What follows belongs to an exercise in optimizing a design on an open flow for small area; a production flow would make more cautious choices.
At most, simulation tests tie the RTL to the original design; equivalence was not proved.
Power figures rest on the tool's default switching activity, not on a simulated workload.

## axi2uart_top
module axi2uart_top (
   s_axi_arready, s_axi_rdata, s_axi_rresp, s_axi_rvalid,
   s_axi_awready, s_axi_wready, s_axi_bresp, s_axi_bvalid,
   uart_irq, uart_tx,
   clk, rst_n, s_axi_araddr,
   s_axi_arvalid, s_axi_rready, s_axi_awaddr,
   s_axi_awvalid, s_axi_wdata, s_axi_wstrb, s_axi_wvalid,
   s_axi_bready, uart_rx
   );
Size in the first run: ~1400 cells after synthesis, ~97 I/O pins, about 18000 sq um of cells after synthesis.
==> flow/config.mk <==
export PLATFORM = sky130hd
export DESIGN_NAME = axi2uart_top
export DESIGN_NICKNAME = axi2uart_top
export VERILOG_FILES = /design/flow/design.v
export SDC_FILE = /design/flow/constraint.sdc
export NUM_CORES = 4
export LEC_CHECK = 0
export CAP_MARGIN = 20
export CORE_MARGIN = 2
export CORE_UTILIZATION = 60
export CTS_BUF_LIST = sky130_fd_sc_hd__clkbuf_8
export CTS_CLUSTER_DIAMETER = 60
export CTS_CLUSTER_SIZE = 20
export SLEW_MARGIN = 20
==> flow/constraint.sdc <==
create_clock -name core_clock -period 10.0 [get_ports {clk}]
set_input_delay 2.0000 -clock core_clock [delete_from_list [all_inputs] [get_ports {clk}]]
set_output_delay 2.0000 -clock core_clock [all_outputs]
set_load 0.01 [all_outputs]
standard.sh (not shown) runs the stock make flow with config.mk's settings and CLKGATE_MAP_FILE= SYNTH_SCRIPT=/design/flow/synth_recipe.tcl, a recipe that flattens the netlist after the stock synthesis.
==> flow/flow/run.sh <==
#!/bin/bash
# Standard ORFS layout with three changes to how it is made:
#  - ABC maps the logic with an area-oriented script (flow/abc_area.script);
#    the registers come from the same Yosys steps as the standard synthesis;
#  - CTS inserts no dummy loads;
#  - port buffers start as buf_1 (the resizer may upsize them).
set -euo pipefail
here=$PWD
rm -rf "$here/scripts"
cp -r "$FLOW_HOME/scripts" "$here/scripts"
cp "$here/flow/abc_area.script" "$here/scripts/abc_speed.script"
bash standard.sh SCRIPTS_DIR="$here/scripts" synth > "$here/log_synth.log" 2>&1
bash standard.sh SCRIPTS_DIR="$here/scripts" \
  CTS_ARGS="-sink_clustering_enable -repair_clock_nets -sink_clustering_size 20 -sink_clustering_max_diameter 60 -buf_list sky130_fd_sc_hd__clkbuf_8 -dont_use_dummy_load" \
  BUFFER_PORTS_ARGS="-buffer_cell sky130_fd_sc_hd__buf_1" \
  finish > "$here/log_layout.log" 2>&1
==> flow/flow/abc_area.script <==
&get -n
&st
&syn2
&dch -f
&nf -a
&put
topo
Rerun with:
--- a/flow/design.v
+++ b/flow/design.v
@@ -126,26 +126,36 @@
   genvar gi;
   generate
     for (gi = 0; gi < 32; gi = gi + 1) begin : g_tge
       assign tge[gi+1] = (tc[gi] & ~div[gi]) | ((tc[gi] | ~div[gi]) & tge[gi]);
     end
   endgenerate
   wire        tfire = tge[32];
   wire        tbit  = td[tbc];
+  wire [32:0] tcy;
+  wire [31:0] tinc;
+  assign tcy[0] = 1'b1;
+  genvar hi;
+  generate
+    for (hi = 0; hi < 32; hi = hi + 1) begin : g_tinc
+      assign tinc[hi]  = tc[hi] ^ tcy[hi];
+      assign tcy[hi+1] = tc[hi] & tcy[hi];
+    end
+  endgenerate
   reg  [7:0]  tout;
   integer ti;
   always @(*) begin
     tout = 8'd0;
     for (ti = 0; ti < 16; ti = ti + 1)
       tout = tout | ({8{th == ti}} & tmem[ti]);
   end
   assign tpop = (xst == XL);
   always @(posedge clk) begin
-    tc   <= (tidle | tfire) ? 32'd0 : tc + 32'd1;
+    tc   <= (tidle | tfire) ? 32'd0 : tinc;
     if (tidle)
       tbc <= 3'd0;
     else if (tfire & ((xst == XD) | (xst == XS)))
       tbc <= tbc + 3'd1;
     if (xst == XL) td <= tout;
     pend <= (xst == XD) & tfire & tbit;
     pcnt <= tidle ? 1'b0 : (pcnt ^ pend);
   end
@@ -181,17 +191,26 @@
   localparam [2:0] QI = 3'd0, QV = 3'd1, QS = 3'd2, QD = 3'd3, QP = 3'd4, Q1 = 3'd5, Q2 = 3'd6;
   reg  [2:0]  sync;
   reg  [2:0]  qst;
   reg  [31:0] rc;
   reg  [2:0]  rbc;
   reg  [7:0]  rsh;
   wire        rxb   = sync[2];
   wire        ridle = (qst == QI) | (qst == QV);
-  wire [32:0] rc1   = {1'b0, rc} + 33'd1;
+  wire [32:0] rcy;
+  wire [32:0] rc1;
+  assign rcy[0] = 1'b1;
+  generate
+    for (hi = 0; hi < 32; hi = hi + 1) begin : g_rinc
+      assign rc1[hi]   = rc[hi] ^ rcy[hi];
+      assign rcy[hi+1] = rc[hi] & rcy[hi];
+    end
+  endgenerate
+  assign rc1[32] = rcy[32];
   wire        divz  = (div == 32'd0);
   wire [32:0] rgb = {divz, div};
   wire [33:0] rge;
   assign rge[0] = 1'b1;
   generate
     for (gi = 0; gi < 33; gi = gi + 1) begin : g_rge
       assign rge[gi+1] = (rc1[gi] & ~rgb[gi]) | ((rc1[gi] | ~rgb[gi]) & rge[gi]);
     end
What happened: Setup slack gets worse by 2600 ps; die area came out lower by 0.42%; final area came out lower by 0.61%; count of clock-buffer cells in the layout came out higher by 1; power came out higher by 2.6%; sequential power barely changes; via count came out lower by 2.5%.


The RTL this note starts from:
==> flow/design.v <==
`default_nettype none
module axi2uart_top (
   s_axi_arready, s_axi_rdata, s_axi_rresp, s_axi_rvalid,
   s_axi_awready, s_axi_wready, s_axi_bresp, s_axi_bvalid,
   uart_irq, uart_tx,
   clk, rst_n, s_axi_araddr,
   s_axi_arvalid, s_axi_rready, s_axi_awaddr,
   s_axi_awvalid, s_axi_wdata, s_axi_wstrb, s_axi_wvalid,
   s_axi_bready, uart_rx
   );
  input  wire        clk;
  input  wire        rst_n;
  input  wire        uart_rx;
  output wire        uart_tx;
  output wire        uart_irq;
  input  wire [4:0]  s_axi_araddr;
  input  wire        s_axi_arvalid;
  output wire        s_axi_arready;
  output wire [31:0] s_axi_rdata;
  output wire [1:0]  s_axi_rresp;
  output wire        s_axi_rvalid;
  input  wire        s_axi_rready;
  input  wire [4:0]  s_axi_awaddr;
  input  wire        s_axi_awvalid;
  output wire        s_axi_awready;
  input  wire [31:0] s_axi_wdata;
  input  wire [3:0]  s_axi_wstrb;
  input  wire        s_axi_wvalid;
  output wire        s_axi_wready;
  output wire [1:0]  s_axi_bresp;
  output wire        s_axi_bvalid;
  input  wire        s_axi_bready;
  localparam [31:0] DIV_INIT = 32'd434;
  reg init;
  always @(posedge clk, negedge rst_n)
    if (!rst_n) init <= 1'b0;
    else        init <= 1'b1;
  localparam [1:0] WI = 2'd0, WA = 2'd1, WAP = 2'd2, WAD = 2'd3;
  reg  [1:0] wst;
  reg        dlab, stop2, pen, pmode;
  reg        irq_en;
  reg        txrst;        
  reg        avail;        
  reg [31:0] wd_q;         
  reg [31:0] div;          
  wire       wren  = s_axi_awvalid & s_axi_wvalid;
  wire [2:0] waddr = s_axi_awaddr[4:2];
  wire       wack  = (wst != WI);
  wire       widle = (wst == WI) & init;
  wire       tfull;
  always @(posedge clk, negedge rst_n) begin
    if (!rst_n) begin
      wst    <= WI;
      dlab   <= 1'b0;
      stop2  <= 1'b0;
      pen    <= 1'b0;
      pmode  <= 1'b0;
      irq_en <= 1'b1;
      txrst  <= 1'b1;
      avail  <= 1'b1;
    end else begin
      avail <= txrst;
      if (wack) begin
        wst   <= WI;
        txrst <= 1'b0;
      end else if (widle & wren) begin
        case (waddr)
          3'd0: wst <= dlab ? WA : (tfull ? WI : WAP);
          3'd1: begin
            wst <= WA;
            if (!dlab) irq_en <= s_axi_wdata[0];
          end
          3'd2: wst <= dlab ? WAD : WA;
          3'd3: begin
            wst   <= WA;
            dlab  <= s_axi_wdata[7];
            pmode <= s_axi_wdata[4];
            pen   <= s_axi_wdata[3];
            stop2 <= s_axi_wdata[2];
          end
          default: wst <= WA;
        endcase
      end
    end
  end
  always @(posedge clk) begin
    wd_q <= s_axi_wdata;
  end
  always @(posedge clk, negedge rst_n)
    if (!rst_n) div <= DIV_INIT;
    else if (wst == WAD) div <= wd_q;
  assign s_axi_awready = wren & wack;
  assign s_axi_wready  = wren & wack;
  assign s_axi_bvalid  = wren & wack;
  assign s_axi_bresp   = 2'b00;
  reg  [7:0] tmem [0:15];
  reg  [3:0] th, tt;
  reg        tne;
  wire       tpush = (wst == WAP) & ~txrst;
  wire       tpop;
  assign tfull = tne & (th == tt);
  always @(posedge clk)
    if (wst == WAP) tmem[tt] <= wd_q[7:0];
  always @(posedge clk, negedge rst_n) begin
    if (!rst_n) begin
      th  <= 4'd0;
      tt  <= 4'd0;
      tne <= 1'b0;
    end else begin
      if (tpush) tt <= tt + 4'd1;
      if (tpop)  th <= th + 4'd1;
      if (tpush) tne <= 1'b1;
      else if (tpop && (th + 4'd1 == tt)) tne <= 1'b0;
    end
  end
  localparam [2:0] XE = 3'd0, XI = 3'd1, XL = 3'd2, XD = 3'd3, XP = 3'd4, XS = 3'd5;
  reg  [2:0]  xst;
  reg  [31:0] tc;
  reg  [2:0]  tbc;
  reg  [7:0]  td;
  reg         txo;
  reg         pend, pcnt;
  wire        tidle = (xst == XE) | (xst == XI) | (xst == XL);
  wire [32:0] tge;
  assign tge[0] = 1'b1;
  genvar gi;
  generate
    for (gi = 0; gi < 32; gi = gi + 1) begin : g_tge
      assign tge[gi+1] = (tc[gi] & ~div[gi]) | ((tc[gi] | ~div[gi]) & tge[gi]);
    end
  endgenerate
  wire        tfire = tge[32];
  wire        tbit  = td[tbc];
  reg  [7:0]  tout;
  integer ti;
  always @(*) begin
    tout = 8'd0;
    for (ti = 0; ti < 16; ti = ti + 1)
      tout = tout | ({8{th == ti}} & tmem[ti]);
  end
  assign tpop = (xst == XL);
  always @(posedge clk) begin
    tc   <= (tidle | tfire) ? 32'd0 : tc + 32'd1;
    if (tidle)
      tbc <= 3'd0;
    else if (tfire & ((xst == XD) | (xst == XS)))
      tbc <= tbc + 3'd1;
    if (xst == XL) td <= tout;
    pend <= (xst == XD) & tfire & tbit;
    pcnt <= tidle ? 1'b0 : (pcnt ^ pend);
  end
  always @(posedge clk, negedge rst_n) begin
    if (!rst_n) begin
      xst <= XE;
      txo <= 1'b1;
    end else begin
      case (xst)
        XE: xst <= XI;
        XI: if (tne) xst <= XL;
        XL: begin
          xst <= XD;
          txo <= 1'b0;
        end
        XD: if (tfire) begin
          txo <= tbit;
          if (tbc == 3'd7) xst <= pen ? XP : XS;
        end
        XP: if (tfire) begin
          txo <= pmode ? pcnt : ~pcnt;
          xst <= XS;
        end
        XS: if (tfire) begin
          txo <= 1'b1;
          if (stop2 ? (tbc[1:0] == 2'd2) : (tbc[1:0] == 2'd1)) xst <= XE;
        end
        default: xst <= XE;
      endcase
    end
  end
  assign uart_tx = txo;
  localparam [2:0] QI = 3'd0, QV = 3'd1, QS = 3'd2, QD = 3'd3, QP = 3'd4, Q1 = 3'd5, Q2 = 3'd6;
  reg  [2:0]  sync;
  reg  [2:0]  qst;
  reg  [31:0] rc;
  reg  [2:0]  rbc;
  reg  [7:0]  rsh;
  wire        rxb   = sync[2];
  wire        ridle = (qst == QI) | (qst == QV);
  wire [32:0] rc1   = {1'b0, rc} + 33'd1;
  wire        divz  = (div == 32'd0);
  wire [32:0] rgb = {divz, div};
  wire [33:0] rge;
  assign rge[0] = 1'b1;
  generate
    for (gi = 0; gi < 33; gi = gi + 1) begin : g_rge
      assign rge[gi+1] = (rc1[gi] & ~rgb[gi]) | ((rc1[gi] | ~rgb[gi]) & rge[gi]);
    end
  endgenerate
  wire        rfire = rge[33];
  always @(posedge clk, negedge rst_n)
    if (!rst_n) sync <= 3'b111;
    else        sync <= {sync[1:0], uart_rx};
  always @(posedge clk) begin
    rc <= ridle ? {1'b0, div[31:1]} : (rfire ? 32'd0 : rc1[31:0]);
    if (ridle)
      rbc <= 3'd0;
    else if ((qst == QD) & rfire)
      rbc <= rbc + 3'd1;
    if ((qst == QD) & rfire) rsh <= {rxb, rsh[7:1]};
  end
  always @(posedge clk, negedge rst_n) begin
    if (!rst_n)
      qst <= QI;
    else begin
      case (qst)
        QI, QV: qst <= rxb ? QI : QS;
        QS: if (rfire) qst <= QD;
        QD: if (rfire && rbc == 3'd7) qst <= pen ? QP : Q1;
        QP: if (rfire) qst <= Q1;
        Q1: if (rfire) qst <= stop2 ? Q2 : QV;
        Q2: if (rfire) qst <= QV;
        default: qst <= QI;
      endcase
    end
  end
  reg  [7:0] rmem [0:15];
  reg  [3:0] rh, rt;
  reg        rne;
  wire       rfull = rne & (rh == rt);
  wire       rpush = (qst == QV);
  wire       rpull;
  reg  [7:0] rout;
  integer ri;
  always @(*) begin
    rout = 8'd0;
    for (ri = 0; ri < 16; ri = ri + 1)
      rout = rout | ({8{rne && rh == ri}} & rmem[ri]);
  end
  always @(posedge clk)
    if (rpush & (rpull | ~rfull)) rmem[rt] <= rsh;
  always @(posedge clk, negedge rst_n) begin
    if (!rst_n) begin
      rh  <= 4'd0;
      rt  <= 4'd0;
      rne <= 1'b0;
    end else begin
      if (rpush) rt <= rt + 4'd1;
      if ((rpull & rne) | (rpush & rfull)) rh <= rh + 4'd1;
      if (rpush) rne <= 1'b1;
      else if (rpull & rne & (rh + 4'd1 == rt)) rne <= 1'b0;
    end
  end
  assign uart_irq = rne & irq_en;
  localparam [2:0] R0 = 3'd0, R1 = 3'd1, RI = 3'd2, RHP = 3'd3, RHN = 3'd4, RAP = 3'd5, RAN = 3'd6, RAD = 3'd7;
  reg  [2:0] rdst;
  reg  [7:0] rd;
  wire [2:0] raddr = s_axi_araddr[4:2];
  wire       rhold = (rdst == RHP) | (rdst == RHN) | (rdst == RAP) | (rdst == RAN);
  assign rpull = (rdst == RHP) | (rdst == RAP);
  always @(posedge clk, negedge rst_n) begin
    if (!rst_n) begin
      rdst <= R0;
      rd   <= 8'd0;
    end else begin
      case (rdst)
        R0: begin
          rd   <= 8'd0;
          rdst <= R1;
        end
        R1: rdst <= RI;
        RI: begin
          if (s_axi_arvalid) begin
            case (raddr)
              3'd0: begin
                if (!dlab) begin
                  rd   <= rout;
                  rdst <= RHP;
                end else
                  rdst <= RHN;
              end
              3'd5: begin
                rd   <= {1'b0, avail, avail, 4'd0, rne & irq_en};
                rdst <= RHN;
              end
              default: rdst <= RAD;
            endcase
          end else
            rdst <= R0;
        end
        RHP: if (s_axi_rready) rdst <= RAP;
        RHN: if (s_axi_rready) rdst <= RAN;
        default: rdst <= RI;
      endcase
    end
  end
  assign s_axi_rdata   = {24'd0, rd};
  assign s_axi_rresp   = 2'b00;
  assign s_axi_rvalid  = rhold;
  assign s_axi_arready = s_axi_arvalid & rhold;
endmodule
`default_nettype wire
clock: 10.0 ns
lec_check: 0
cap_margin: 20
core_margin: 2
core_utilization: 60
cts_buf_list: sky130_fd_sc_hd__clkbuf_8
cts_cluster_diameter: 60
cts_cluster_size: 20
slew_margin: 20
Scripts as last shown in full above: flow/flow/run.sh, flow/flow/abc_area.script
The starting point passed the timing, design-rule and antenna checks.
==> next run, changes <==
--- a/flow/design.v
+++ b/flow/design.v
@@ -122,13 +122,5 @@
   reg         pend, pcnt;
   wire        tidle = (xst == XE) | (xst == XI) | (xst == XL);
-  wire [32:0] tge;
-  assign tge[0] = 1'b1;
-  genvar gi;
-  generate
-    for (gi = 0; gi < 32; gi = gi + 1) begin : g_tge
-      assign tge[gi+1] = (tc[gi] & ~div[gi]) | ((tc[gi] | ~div[gi]) & tge[gi]);
-    end
-  endgenerate
-  wire        tfire = tge[32];
+  wire        tfire = (tc >= div);
   wire        tbit  = td[tbc];
   reg  [7:0]  tout;
@@ -189,13 +181,5 @@
   wire [32:0] rc1   = {1'b0, rc} + 33'd1;
   wire        divz  = (div == 32'd0);
-  wire [32:0] rgb = {divz, div};
-  wire [33:0] rge;
-  assign rge[0] = 1'b1;
-  generate
-    for (gi = 0; gi < 33; gi = gi + 1) begin : g_rge
-      assign rge[gi+1] = (rc1[gi] & ~rgb[gi]) | ((rc1[gi] | ~rgb[gi]) & rge[gi]);
-    end
-  endgenerate
-  wire        rfire = rge[33];
+  wire        rfire = (rc1 >= {divz, div});    
   always @(posedge clk, negedge rst_n)
     if (!rst_n) sync <= 3'b111;
Outcome: Clock skew went down by 0.0041 ns. Sequential share of layout area went down by 1.9 points. Cell count went up by 3.6%. Worst hold slack degrades by 0.041 ns. Clock power went up by about 0.6%. Final area went up by 3.1%. Synthesized area went up by 3.3%. Via count went up by 1.7%. Die area went up by 3.2%. Setup slack improves by 1.1 ns. Power went up by 5.4%. Maximum frequency went up by 25%. Routed wire length stays flat.
For the first run of this note, only the layout was checked, not whether the RTL still works.

re-timing with driven ports:
No port has a modelled driver above. Below, the same layouts with a new extraction and two added sets of constraints. Step 1 (the two cells are an assumption about what drives the block):
set clk [get_ports {clk}]
set_driving_cell -lib_cell sky130_fd_sc_hd__clkbuf_16 $clk
set_driving_cell -lib_cell sky130_fd_sc_hd__buf_2 [delete_from_list [all_inputs] $clk]
Step 2 also shifts input and output timing later by t, the mid clock arrival at the registers, as if the neighbouring blocks saw the same clock. a / b / c = no drivers / after step 1 / after step 2; a / b = the first two.
run	t (ns)	slack for setup (ns)	hold WS [ns]
the first run of note 1	0.585	4.446 / 4.446 / 4.446	0.364 / 0.364 / 0.364
the second run of note 1	0.598	1.855 / 1.855 / 1.855	0.335 / 0.335 / 0.335
the first run of note 2	0.589	4.420 / 4.420 / 4.420	0.369 / 0.369 / 0.369
the second run of note 2	0.587	5.542 / 5.517 / 5.517	0.328 / 0.328 / 0.328
After both steps setup and hold are still met in every run listed. The setup slack of the second run of note 2, which loses most, moves by -0.025 ns with the drivers and by -0.025 ns with both steps.
